This is an optimization exercise on Yosys and OpenROAD, whose aim is small area, not a production implementation. Only the layout flow was run in this run; the RTL was not checked for function there. Power figures rest on the tool's default switching activity, not on a simulated workload.

$ cat flow/config.mk
export PLATFORM = sky130hd
export DESIGN_NAME = KR580VM80ALite
export DESIGN_NICKNAME = KR580VM80ALite
export VERILOG_FILES = /design/flow/design.v
export SDC_FILE = /design/flow/constraint.sdc
export NUM_CORES = 4
export LEC_CHECK = 0
export ABC_AREA = 1
export CAP_MARGIN = 20
export CORE_MARGIN = 2
export CORE_UTILIZATION = 40
export SLEW_MARGIN = 20
$ cat flow/run.sh
#!/bin/bash
# synth_recipe.tcl (not shown) runs the flow's synth.tcl, then flattens the netlist and writes it again
# the make line also repeats each setting of config.mk as NAME=value (left out here)
make -C /OpenROAD-flow-scripts/flow DESIGN_CONFIG=/design/flow/config.mk WORK_HOME=/design/flow/orfs CLKGATE_MAP_FILE= SYNTH_SCRIPT=/design/flow/synth_recipe.tcl finish
$ cat flow/design.v
/*verilator lint_off WIDTH*/
/*verilator lint_off CASEX*/
/*verilator lint_off CASEINCOMPLETE*/
module KR580VM80ALite
(
    input               clock,
    input               reset_n,
    input               ce,
    output              m0,
    output      [15:0]  address,
    output      [ 7:0]  port,
    input       [ 7:0]  in,
    input       [ 7:0]  port_in,
    output reg  [ 7:0]  out,
    output reg          rd,
    output reg          we,
    output reg          port_we,
    output reg          iff1
);
reg [15:0]  pc, cp;
reg [15:0]  bc, de, hl, sp;
reg [ 7:0]  a;
reg         fs, fz, fh, fp, fc;
reg         sw;
reg [ 7:0]  opcode;
reg [ 4:0]  t;
reg [ 7:0]  tmp;
assign address = sw ? cp : pc;
assign m0      = (t == 0);
assign port    = tmp;
wire [7:0] opc = m0 ? in : opcode;
reg       fin, nord;
reg       rd_n, we_n, pwe_n;
reg       sw_set, sw_clr;
reg       pc_inc, pc_u2, pc_lo_w8, pc_hi_w8, pc_rst;
reg       cp_u2, cp_lo_w8, cp_hi_w8;
reg       x_cp;              
reg [1:0] ridx;              
reg [2:0] dsel;              
reg       rpm;               
reg [2:0] rsel;
reg       wr8, wpm;
reg [2:0] widx;
reg [1:0] w8src;             
reg       wr16;
reg [1:0] wpair;
reg [1:0] asel;              
reg [1:0] bsel;              
reg [2:0] aop;               
reg       asub, acin_c, acin_1;
reg       fl_all, fl_szhp, fl_c_alu, fl_c_daa, fl_c_rot, fl_c_stc, fl_psw;
reg       h_inv;
reg       out_ld;
reg [2:0] out_src;           
reg       tmp_ld, tmp_out;
reg       iff_ld;
wire [3:0] cond = {fs, fp, fc, fz};
wire       ccc  = (cond[opc[5:4]] == opc[3]) || (opc == 8'hC9) || (opc == 8'hCD);
wire       m53  = opc[5:3] == 3'b110;
wire       m20  = opc[2:0] == 3'b110;
always @* begin
    fin = 0; nord = 0;
    rd_n = 0; we_n = 0; pwe_n = 0;
    sw_set = 0; sw_clr = 0;
    pc_inc = 0; pc_u2 = 0; pc_lo_w8 = 0; pc_hi_w8 = 0; pc_rst = 0;
    cp_u2 = 0; cp_lo_w8 = 0; cp_hi_w8 = 0;
    x_cp = 0; ridx = 2'b10; dsel = 0;
    rpm = 0; rsel = opc[2:0];
    wr8 = 0; wpm = 0; widx = opc[5:3]; w8src = 0;
    wr16 = 0; wpair = opc[5:4];
    asel = 0; bsel = 0; aop = 0; asub = 0; acin_c = 0; acin_1 = 0;
    fl_all = 0; fl_szhp = 0; fl_c_alu = 0; fl_c_daa = 0; fl_c_rot = 0; fl_c_stc = 0; fl_psw = 0;
    h_inv = 0;
    out_ld = 0; out_src = 0;
    tmp_ld = 0; tmp_out = 0;
    iff_ld = 0;
    if (m0) pc_inc = 1;
    casez (opc)
    8'b0000_0000: case (t)
        3: begin fin = 1; end
    endcase
    8'b00??_0001: case (t)
        0: rd_n = 1;
        1: begin pc_inc = 1; rd_n = 1; wr8 = 1; wpm = 1; widx = {opc[5:4], 1'b1}; rsel = 3'b110; end
        2: begin pc_inc = 1;           wr8 = 1; wpm = 1; widx = {opc[5:4], 1'b0}; rsel = 3'b110; end
        9: begin fin = 1; end
    endcase
    8'b00??_1001: case (t)
        1: begin rpm = 1; rsel = {opc[5:4], 1'b1}; ridx = opc[5:4]; asel = 3;
                 wr8 = 1; wpm = 1; widx = 3'b101; w8src = 1; fl_c_alu = 1; end
        2: begin rpm = 1; rsel = {opc[5:4], 1'b0}; ridx = opc[5:4]; asel = 3; acin_c = 1;
                 wr8 = 1; wpm = 1; widx = 3'b100; w8src = 1; fl_c_alu = 1; end
        9: begin fin = 1; end
    endcase
    8'b000?_0010: case (t)
        0: begin we_n = 1; out_ld = 1; rsel = 3'b111; ridx = opc[5:4]; cp_u2 = 1; sw_set = 1; end
        6: begin sw_clr = 1; fin = 1; end
    endcase
    8'b000?_1010: case (t)
        0: begin ridx = opc[5:4]; cp_u2 = 1; sw_set = 1; rd_n = 1; end
        1: begin wr8 = 1; widx = 3'b111; rsel = 3'b110; end
        6: begin sw_clr = 1; fin = 1; end
    endcase
    8'b0010_0010: case (t)
        0: rd_n = 1;
        1: begin cp_lo_w8 = 1; rsel = 3'b110; pc_inc = 1; rd_n = 1; end
        2: begin cp_hi_w8 = 1; rsel = 3'b110; pc_inc = 1; sw_set = 1; end
        3: begin we_n = 1; out_ld = 1; rsel = 3'b101; end
        4: begin we_n = 1; out_ld = 1; rsel = 3'b100; x_cp = 1; dsel = 1; cp_u2 = 1; end
        15: begin sw_clr = 1; fin = 1; end
    endcase
    8'b0010_1010: case (t)
        0: rd_n = 1;
        1: begin cp_lo_w8 = 1; rsel = 3'b110; pc_inc = 1; rd_n = 1; end
        2: begin cp_hi_w8 = 1; rsel = 3'b110; pc_inc = 1; rd_n = 1; sw_set = 1; end
        3: begin wr8 = 1; widx = 3'b101; rsel = 3'b110; rd_n = 1; x_cp = 1; dsel = 1; cp_u2 = 1; end
        4: begin wr8 = 1; widx = 3'b100; rsel = 3'b110; sw_clr = 1; end
        15: begin fin = 1; end
    endcase
    8'b0011_?010: case (t)
        0: begin rd_n = 1; out_ld = 1; rsel = 3'b111; end
        1: begin cp_lo_w8 = 1; rsel = 3'b110; pc_inc = 1; rd_n = 1; end
        2: begin cp_hi_w8 = 1; rsel = 3'b110; pc_inc = 1; sw_set = 1; we_n = ~opc[3]; rd_n = opc[3]; end
        3: begin wr8 = opc[3]; widx = 3'b111; rsel = 3'b110; sw_clr = 1; end
        12: begin fin = 1; end
    endcase
    8'b00??_?011: case (t)
        0: begin ridx = opc[5:4]; dsel = opc[3] ? 2 : 1; wr16 = 1; end
        4: begin fin = 1; end
    endcase
    8'b00??_?10?: case (t)
        0: begin cp_u2 = 1; sw_set = 1; rd_n = 1; end
        1: begin rsel = opc[5:3]; ridx = opc[5:4]; asel = opc[0] ? 2 : 1; acin_1 = ~opc[0]; h_inv = opc[0];
                 fl_szhp = 1; wr8 = ~m53; w8src = 1; out_ld = 1; out_src = 1; end
        2: begin we_n = m53; end
        4: begin sw_clr = 1; fin = ~m53; end
        9: begin fin = 1; end
    endcase
    8'b00??_?110: case (t)
        0: rd_n = 1;
        1: begin pc_inc = 1; cp_u2 = 1; rsel = 3'b110; wr8 = ~m53; we_n = m53; sw_set = m53; sw_clr = ~m53;
                 out_ld = 1; end
        6: begin fin = ~m53; sw_clr = 1; end
        9: begin fin = 1; end
    endcase
    8'b000?_?111: case (t)
        0: begin aop = 4; wr8 = 1; widx = 3'b111; w8src = 1; fl_c_rot = 1; end
        3: begin fin = 1; end
    endcase
    8'b0010_0111: case (t)
        0: begin bsel = 1; wr8 = 1; widx = 3'b111; w8src = 1; fl_szhp = 1; fl_c_daa = 1; end
        3: begin fin = 1; end
    endcase
    8'b0010_1111: case (t)
        0: begin bsel = 2; aop = 2; wr8 = 1; widx = 3'b111; w8src = 1; end
        3: begin fin = 1; end
    endcase
    8'b0011_?111: case (t)
        0: fl_c_stc = 1;
        3: begin fin = 1; end
    endcase
    8'b01??_????: case (t)
        0: begin cp_u2 = 1; sw_set = 1; rd_n = m20; if (m53 && m20) pc_inc = 0; end
        1: begin ridx = opc[2:1]; wr8 = ~m53; we_n = m53; out_ld = 1; end
        4: begin sw_clr = 1; fin = ~(m53 || m20); end
        6: begin fin = 1; end
    endcase
    8'b10??_????: case (t)
        0: begin cp_u2 = 1; sw_set = 1; rd_n = m20; end
        1: begin ridx = opc[2:1]; aop = (opc[5:3] == 4) ? 1 : (opc[5:3] == 5) ? 2 : (opc[5:3] == 6) ? 3 : 0;
                 asub = opc[4] & ~opc[5] | (opc[5:3] == 7); acin_c = opc[3] & ~opc[5];
                 wr8 = opc[5:3] != 7; widx = 3'b111; w8src = 1; fl_all = 1; end
        4: begin sw_clr = 1; fin = ~m20; end
        6: begin fin = 1; end
    endcase
    8'b11??_?000,
    8'b1100_1001: case (t)
        0: begin ridx = 3; cp_u2 = 1; sw_set = 1; rd_n = 1; end
        1: begin tmp_ld = 1; x_cp = 1; dsel = 1; cp_u2 = 1; rd_n = 1; end
        2: begin cp_hi_w8 = 1; rsel = 3'b110; sw_clr = 1; ridx = 3; dsel = 3; wr16 = ccc; wpair = 3; end
        3: begin cp_lo_w8 = 1; w8src = 2; end
        4: begin fin = ~ccc; end
        10: begin fin = 1; x_cp = 1; pc_u2 = 1; end
    endcase
    8'b11??_0001: case (t)
        0: begin ridx = 3; cp_u2 = 1; sw_set = 1; rd_n = 1; end
        1: begin x_cp = 1; dsel = 1; cp_u2 = 1; rd_n = 1; rsel = 3'b110;
                 wr8 = (opc[5:4] != 3); wpm = 1; widx = {opc[5:4], 1'b1}; fl_psw = (opc[5:4] == 3); end
        2: begin sw_clr = 1; rsel = 3'b110; wr8 = 1; wpm = (opc[5:4] != 3); widx = (opc[5:4] == 3) ? 3'b111 : {opc[5:4], 1'b0}; end
        3: begin ridx = 3; dsel = 3; wr16 = 1; wpair = 3; end
        10: begin fin = 1; end
    endcase
    8'b1110_1001: case (t)
        4: begin pc_u2 = 1; fin = 1; end
    endcase
    8'b1111_1001: case (t)
        0: begin wr16 = 1; wpair = 3; end
        4: begin fin = 1; nord = 1; end
    endcase
    8'b11??_?010,
    8'b1100_0011: case (t)
        0: rd_n = 1;
        1: begin cp_lo_w8 = 1; rsel = 3'b110; pc_inc = 1; rd_n = 1; end
        2: begin cp_hi_w8 = 1; rsel = 3'b110; pc_inc = 1; end
        9: begin fin = 1; x_cp = 1; pc_u2 = ccc | opc[0]; end
    endcase
    8'b1111_?011: case (t)
        0: iff_ld = 1;
        3: begin fin = 1; end
    endcase
    8'b1101_0011: case (t)
        0: rd_n = 1;
        1: begin tmp_ld = 1; pwe_n = 1; out_ld = 1; rsel = 3'b111; pc_inc = 1; end
        9: begin fin = 1; end
    endcase
    8'b1101_1011: case (t)
        0: rd_n = 1;
        1: begin tmp_ld = 1; pc_inc = 1; end
        2: begin wr8 = 1; widx = 3'b111; w8src = 3; end
        9: begin fin = 1; end
    endcase
    8'b1110_0011: case (t)
        0: begin ridx = 3; cp_u2 = 1; sw_set = 1; rd_n = 1; end
        1: begin tmp_ld = 1; x_cp = 1; dsel = 1; cp_u2 = 1; rd_n = 1; end
        2: begin cp_u2 = 1; out_ld = 1; rsel = 3'b101; wr8 = 1; widx = 3'b101; w8src = 2; tmp_ld = 1; end
        3: begin ridx = 3; cp_u2 = 1; we_n = 1; end
        4: begin we_n = 1; out_ld = 1; rsel = 3'b100; wr8 = 1; widx = 3'b100; w8src = 2; x_cp = 1; dsel = 1; cp_u2 = 1; end
        17: begin sw_clr = 1; fin = 1; end
    endcase
    8'b1110_1011: case (t)
        0: begin cp_u2 = 1; end
        1: begin ridx = 1; wr16 = 1; wpair = 2; end
        2: begin x_cp = 1; wr16 = 1; wpair = 1; end
        3: begin fin = 1; end
    endcase
    8'b11??_?100,
    8'b1100_1101: case (t)
        0: rd_n = 1;
        1: begin tmp_ld = 1; pc_inc = 1; rd_n = 1; end
        2: begin out_ld = 1; rsel = 3'b110; pc_inc = 1; end
        3: begin we_n = ccc; out_ld = 1; out_src = 2; sw_set = 1; ridx = 3; dsel = 4; cp_u2 = 1;
                 pc_lo_w8 = ccc; w8src = 2; tmp_ld = 1; tmp_out = 1; end
        4: begin we_n = ccc; out_ld = 1; out_src = 3; x_cp = 1; dsel = 1; cp_u2 = 1; pc_hi_w8 = ccc; w8src = 2; end
        6: begin ridx = 3; dsel = 4; wr16 = ccc; wpair = 3; end
        10: begin fin = ~ccc; end
        16: begin fin = 1; end
    endcase
    8'b11??_0101: case (t)
        0: begin ridx = 3; dsel = 4; wr16 = 1; wpair = 3; cp_u2 = 1; sw_set = 1; end
        2: begin we_n = 1; out_ld = 1; out_src = (opc[5:4] == 3) ? 5 : 0; rpm = 1; rsel = {opc[5:4], 1'b1}; ridx = opc[5:4]; end
        3: begin we_n = 1; out_ld = 1; rpm = (opc[5:4] != 3); rsel = (opc[5:4] == 3) ? 3'b111 : {opc[5:4], 1'b0}; ridx = opc[5:4];
                 x_cp = 1; dsel = 1; cp_u2 = 1; end
        10: begin sw_clr = 1; fin = 1; end
    endcase
    8'b11??_?110: case (t)
        0: rd_n = 1;
        1: begin aop = (opc[5:3] == 4) ? 1 : (opc[5:3] == 5) ? 2 : (opc[5:3] == 6) ? 3 : 0;
                 asub = opc[4] & ~opc[5] | (opc[5:3] == 7); acin_c = opc[3] & ~opc[5];
                 wr8 = opc[5:3] != 7; widx = 3'b111; w8src = 1; fl_all = 1; pc_inc = 1; end
        6: begin fin = 1; nord = 1; end
    endcase
    8'b11??_?111: case (t)
        1: begin we_n = 1; ridx = 3; dsel = 4; wr16 = 1; wpair = 3; cp_u2 = 1; sw_set = 1; out_ld = 1; out_src = 2; end
        2: begin we_n = 1; out_ld = 1; out_src = 3; x_cp = 1; dsel = 1; cp_u2 = 1; pc_rst = 1; end
        10: begin sw_clr = 1; fin = 1; end
    endcase
    endcase
end
function [16:0] radd16(input [15:0] x, input [15:0] y, input c0);
    integer i;
    reg c;
    begin
        c = c0;
        for (i = 0; i < 16; i = i + 1) begin
            radd16[i] = x[i] ^ y[i] ^ c;
            c = (x[i] & y[i]) | (c & (x[i] ^ y[i]));
        end
        radd16[16] = c;
    end
endfunction
function [8:0] radd8(input [7:0] x, input [7:0] y, input c0);
    integer i;
    reg c;
    begin
        c = c0;
        for (i = 0; i < 8; i = i + 1) begin
            radd8[i] = x[i] ^ y[i] ^ c;
            c = (x[i] & y[i]) | (c & (x[i] ^ y[i]));
        end
        radd8[8] = c;
    end
endfunction
function [15:0] rinc16(input [15:0] x);
    integer i;
    reg c;
    begin
        c = 1'b1;
        for (i = 0; i < 16; i = i + 1) begin
            rinc16[i] = x[i] ^ c;
            c = c & x[i];
        end
    end
endfunction
function [4:0] rinc5(input [4:0] x);
    integer i;
    reg c;
    begin
        c = 1'b1;
        for (i = 0; i < 5; i = i + 1) begin
            rinc5[i] = x[i] ^ c;
            c = c & x[i];
        end
    end
endfunction
wire [15:0] r16 = ridx == 0 ? bc : ridx == 1 ? de : ridx == 2 ? hl : sp;
wire [7:0]  R8 = (!rpm && rsel == 3'b110) ? in :
                 (!rpm && rsel == 3'b111) ? a  :
                 rsel[0] ? r16[7:0] : r16[15:8];
wire [15:0] u2x = x_cp ? cp : r16;
wire        u2dec = (dsel == 2) | (dsel == 4);
wire [15:0] u2d = {{14{u2dec}}, (dsel == 2) | (dsel == 3) | (dsel == 4), (dsel == 1) | (dsel == 2)};
wire [16:0] u2s = radd16(u2x, u2d, 1'b0);
wire [15:0] u2  = u2s[15:0];
wire        lo9  = a[3] & (a[2] | a[1]);
wire        daa1 = fh | lo9;
wire        daa2 = fc | (a[7] & (a[6] | a[5])) | (a[7] & (a[6] | a[5] | a[4]) & lo9);
wire [7:0]  corr = {1'b0, daa2, daa2, 1'b0, 1'b0, daa1, daa1, 1'b0};
wire [7:0]  A = asel == 0 ? a : asel == 1 ? 8'h00 : asel == 2 ? 8'hFF : (rsel[0] ? hl[7:0] : hl[15:8]);
wire [7:0]  B = bsel == 0 ? R8 : bsel == 1 ? corr : 8'hFF;
wire        cin = acin_1 | (acin_c ? (fc ^ asub) : asub);
wire [8:0]  sum = radd8(A, B ^ {8{asub}}, cin);
reg  [7:0]  rot;
always @*
    case (opc[4:3])
    2'b00: rot = {a[6:0], a[7]};
    2'b01: rot = {a[0], a[7:1]};
    2'b10: rot = {a[6:0], fc};
    2'b11: rot = {fc, a[7:1]};
    endcase
wire [7:0]  alu = aop == 0 ? sum[7:0] : aop == 1 ? (A & B) : aop == 2 ? (A ^ B) : aop == 3 ? (A | B) : rot;
wire        c_alu = (aop == 0) & (sum[8] ^ asub);
wire        h_alu = (aop == 0) ? (A[4] ^ B[4] ^ sum[4] ^ h_inv) : (aop == 1) & (A[4] | B[4]);
wire [7:0]  W8 = w8src == 0 ? R8 : w8src == 1 ? alu : w8src == 2 ? tmp : port_in;
wire [7:0]  flagsbyte = {fs, fz, 1'b0, fh, 1'b0, fp, 1'b1, fc};
wire w8a   = wr8 & ~wpm & (widx == 3'b111);
wire w8r   = wr8 & (wpm | ~widx[2] | ~widx[1]);
wire [1:0] w8pair = widx[2:1];
wire        wb_u2 = wr16 | pc_u2;
wire [15:0] WB = wb_u2 ? u2 : {W8, W8};
wire [3:0] en_hi, en_lo;
genvar gi;
generate for (gi = 0; gi < 4; gi = gi + 1) begin : g_en
    assign en_hi[gi] = (wr16 & (wpair == gi)) | (w8r & (w8pair == gi) & ~widx[0]);
    assign en_lo[gi] = (wr16 & (wpair == gi)) | (w8r & (w8pair == gi) &  widx[0]);
end endgenerate
always @(posedge clock)
if (reset_n == 0) begin
    bc <= 16'h10FF;
    de <= 16'hBEEF;
    hl <= 16'hFF13;
    sp <= 16'h00FF;
    a  <= 8'h9A;
    {fs, fz, fh, fp, fc} <= 5'b00001;
end
else if (ce) begin
    if (w8a) a <= W8;
    if (en_hi[0]) bc[15:8] <= WB[15:8];
    if (en_lo[0]) bc[ 7:0] <= WB[ 7:0];
    if (en_hi[1]) de[15:8] <= WB[15:8];
    if (en_lo[1]) de[ 7:0] <= WB[ 7:0];
    if (en_hi[2]) hl[15:8] <= WB[15:8];
    if (en_lo[2]) hl[ 7:0] <= WB[ 7:0];
    if (en_hi[3]) sp[15:8] <= WB[15:8];
    if (en_lo[3]) sp[ 7:0] <= WB[ 7:0];
    if (fl_all | fl_szhp) begin
        fs <= alu[7];
        fz <= alu == 0;
        fp <= ~^alu;
        fh <= h_alu;
    end
    if (fl_all | fl_c_alu) fc <= c_alu;
    if (fl_c_daa) fc <= daa2 | fc;
    if (fl_c_rot) fc <= opc[3] ? a[0] : a[7];
    if (fl_c_stc) fc <= opc[3] ? ~fc : 1'b1;
    if (fl_psw) {fs, fz, fh, fp, fc} <= {in[7], in[6], in[4], in[2], in[0]};
end
always @(posedge clock)
if (reset_n == 0) begin
    t       <= 0;
    sw      <= 0;
    pc      <= 16'hF800;
    iff1    <= 0;
    rd      <= 1;
    we      <= 0;
    port_we <= 0;
end
else if (ce) begin
    t       <= fin ? 5'd0 : rinc5(t);
    rd      <= rd_n | (fin & ~nord);
    we      <= we_n;
    port_we <= pwe_n;
    if (m0) opcode <= in;
    if (sw_set) sw <= 1; else if (sw_clr) sw <= 0;
    if (iff_ld) iff1 <= opc[3];
    if (pc_inc) pc <= rinc16(pc);
    if (pc_u2 | pc_lo_w8) pc[ 7:0] <= WB[ 7:0];
    if (pc_u2 | pc_hi_w8) pc[15:8] <= WB[15:8];
    if (pc_rst) pc <= {10'b0, opc[5:3], 3'b000};
    if (cp_u2) cp <= u2;
    if (cp_lo_w8) cp[ 7:0] <= W8;
    if (cp_hi_w8) cp[15:8] <= W8;
    if (out_ld) case (out_src)
        0: out <= R8;
        1: out <= alu;
        2: out <= pc[7:0];
        3: out <= pc[15:8];
        default: out <= flagsbyte;
    endcase
    if (tmp_ld) tmp <= tmp_out ? out : in;
end
endmodule
$ cat flow/constraint.sdc
create_clock -name core_clock -period 10.0 [get_ports {clock}]
set_input_delay 2.0000 -clock core_clock [delete_from_list [all_inputs] [get_ports {clock}]]
set_output_delay 2.0000 -clock core_clock [all_outputs]
set_load 0.01 [all_outputs]
==> results.yml <==
status:
  status: "complete, no violations"
cts:
  clkLatencyLatePin_ns: 0.45
  cts_tree: "built"
  clock_path_buffers: 2
  clock-root-buffer: "clkbuf_16"
  clk_pin_slew_worst_paths_ns: 0.07
  htree_levels: 4
  cts_made_buffers: 17
  cts-hold-fix-buffers: 0
  cts.sinks: 143
routing:
  post_drt_wl_per_cell_um: 25.3
  final_antenna_net_count: 0
  drt_wl_total_um: 65900
  num_vias: 15200
  drc: 0
  vias_per_cell: 5.81
  drt_first_iter_violations: 1952
  dr.pass1.iters: 9
logic_synthesis:
  synth_ff_type: "dfxtp_1"
  syn-cell-area_um2: 13100
  synthCells: 1983
  yosysMostFrequentCell: "nand2_1"
  ys_top_cells_by_count: "nand2_1, inv_1, nor2_1, nand3_1, o21ai_0"
  yosys-top-cells-area: "dfxtp_1, nand2_1, edfxtp_1"
  async_flop_share: 0
  synth_cell_types: 65
  yosys_warnings: 1
  synth_nets: 2069
  ys_ff_latch: 143
  yosysTopAreaCell: "dfxtp_1"
  synth_edf_count: 40
  yosysSeqAreaShare: 0.248
  avgSynthCellArea_um2: 6.63
  synth_top_area_frac: 0.157
sta:
  finClkSkew_ns: 0.0139
  fmax_mhz: 104
  rsz0062_at_grt: "no"
  slew_headroom: 0.190
  setup_viol: 0
  fin_tns_setup_ns: 0
  fin_crit_sh: 0.958
  finalMaxSlewViolations: 0
  worst_pin_slew_ns: 1.20
  finalHoldViolCount: 0
  min_period_ns: 9.58
setup_path:
  crit_type: "primary input to flop"
  path_common_cell: "fa_1"
  cp.required_ns: 10.18
  critPathLaunchType: "primary input"
  arrival_ns: 9.76
  slowest_stage: "clkdlybuf4s50_1"
  slowest_delay_ns: 0.51
  critPathMaxFanout: 14
  end_kind: "flop"
die:
  rows: 66
  core_um2: 32500
  ios: 56
  die_h_um: 185
  die_width_um: 185
  start_util: 0.405
  die_area_um2: 34300
placement:
  hpwl_um: 53600
  routabilityCongestion: 1.11
  io_buffers: 55
  dp_cells: 2570
layout:
  syn_to_final_growth_pct: 19.4
  fin_cells: 2606
  layout-drive-gt1-share: 0.178
  fin_nets: 2237
  diodes: 0
grt:
  grt_pass1_vias: 14300
  grt_pass1_wl_um: 95100
  antenna_found_initial: 3
  grt_use_total: 0.389
  overflow: 0
  grt_max_degree: 72
power:
  p_leak_nw: 7.43
  power.density_nw_per_um2: 204
  vdd_ir_drop_max_uv: 123
  fin_total_pwr_w: 0.00321
hold_path:
  worstHoldPathType: "flop to flop"
flow_run:
  cap_violations: 0
==> final timing paths <==
check | to | slack, ns | from | cells past startpoint
hold / removal | iff1$_SDFFE_PN0P_ | 0.45 | iff1$_SDFFE_PN0P_ | 2
setup / recovery | cp[15]$_DFFE_PP_ | 0.42 | in[3] | 40
hold reg to reg | iff1$_SDFFE_PN0P_ | 0.45 | iff1$_SDFFE_PN0P_ | 2
setup reg to reg | cp[15]$_DFFE_PP_ | 1.13 | t[0]$_SDFFE_PN0P_ | 42
==> power by group <==
part / switching [W] / internal (W)
clock network: 0.000289 / 0.000338
registers: 0.0000296 / 0.000652
logic: 0.00126 / 0.000644
==> through the flow <==
stage	util	area, um2	setup slack, ns	hold WS (ns)
4_1_cts	0.482	15600	0.512	0.457
6_report	0.484	15700	0.419	0.454
2_1_floorplan	-	13100	0.776	0.429
3_5_place_dp	0.465	15100	0.0463	0.440
3_3_place_gp	0.465	15100	0.0787	0.438
5_1_grt	0.484	15700	0.0189	0.484
==> per-layer routing <==
| metal | share of wire | vias to the layer above | GRT usage |
|---|---|---|---|
| met1 | 0.43 | 7137 | 0.525 |
| met5 | 0.00020 | - | 0 |
| met4 | 0.039 | 2 | 0.148 |
| met3 | 0.12 | 151 | 0.143 |
| met2 | 0.41 | 883 | 0.560 |
| li1 | - | 6977 | - |
==> final cells by class <==
class                      count  area (um2)
clock inverter                12        96.3
sequential                   143        3260
tap                          442         553
multi-input combinational   1529        8640
timing repair buffer         211        1740
clock buffer                  20         458
fill                        3449       16800
inverter                     249         945
==> cell usage in the layout, fill, tap and decap left out, drive strengths merged, types with 2 or more instances in the layout <==
cell	count
ha	45
o21ai	199
a22oi	6
mux2	4
nand2	523
nand3b	4
a211oi	7
o211ai	40
xor2	11
o22ai	16
buf	157
o311ai	3
o21bai	3
nand3	190
fa	22
a31oi	13
or2	16
xnor2	5
a221oi	6
edfxtp	40
o2111ai	5
nor2	217
o21a	2
clkbuf	20
clkinv	5
clkinvlp	2
inv	254
nor3	29
dfxtp	103
o41ai	3
clkdlybuf4s50	54
a21oi	114
nor4	9
nand4	23
o221ai	6
==> cell families after synthesis <==
logic type      count (synthesis)  synth area share
simple gates                 1013             0.373
compound gates                429             0.191
buf+inv                       311            0.0978
flops                         143             0.248
fa+ha+maj                      67            0.0763
xor+xnor                       16            0.0107
mux                             4           0.00343
==> sequential cells by signal, summed over array words and instances, names as in the netlist, 5 cells and up <==
signal and cells:
pc 16, de 16, a 8, t 5, hl 16, sp 16, tmp 8, opcode 8
bc 16, out 8, cp 16
==> worst max-delay path: cells and delay by family <==
kind,cells,cell delay [ns]
adder cells (fa/ha/maj),15,4.56
buffers and inverters,9,1.42
AND/OR/NAND/NOR,11,1.18
XOR/XNOR,2,0.34
AO/OA/AOI/OAI,3,0.26
==> timing repair <==
action / CTS / global route
endpoints found under the setup margin: 0 / 11
resized for setup: 0 / 10
setup buffers: 0 / 4

[port drivers added, routing unchanged]
Ports are ideal in the flow. The routed layout listed here was re-timed in OpenROAD.
Step 1, drivers: a clkbuf_16 drives clock and a buf_2 each remaining input, both assumed.
Step 2 moves the port delays by t, midway between the first and last clock arrival at a register: inputs arrive t later, outputs are due t later. That takes back most of the time a late clock gives input paths.
Three values: ideal ports, drivers, drivers and shift; two values: the first two.
t, ns: 0.502
setup WS [ns]: 0.419 / 0.452 / -0.050
hold slack, ns: 0.454 / 0.454 / 0.454
slew at the worst register clock pin (ns): 0.07 / 0.07
cell pins on the clock port's net: 1
With both steps, setup timing fails in this run, where it was met with ideal ports. The setup slack of this run moves by +0.033 ns with the drivers and by -0.469 ns with both steps.
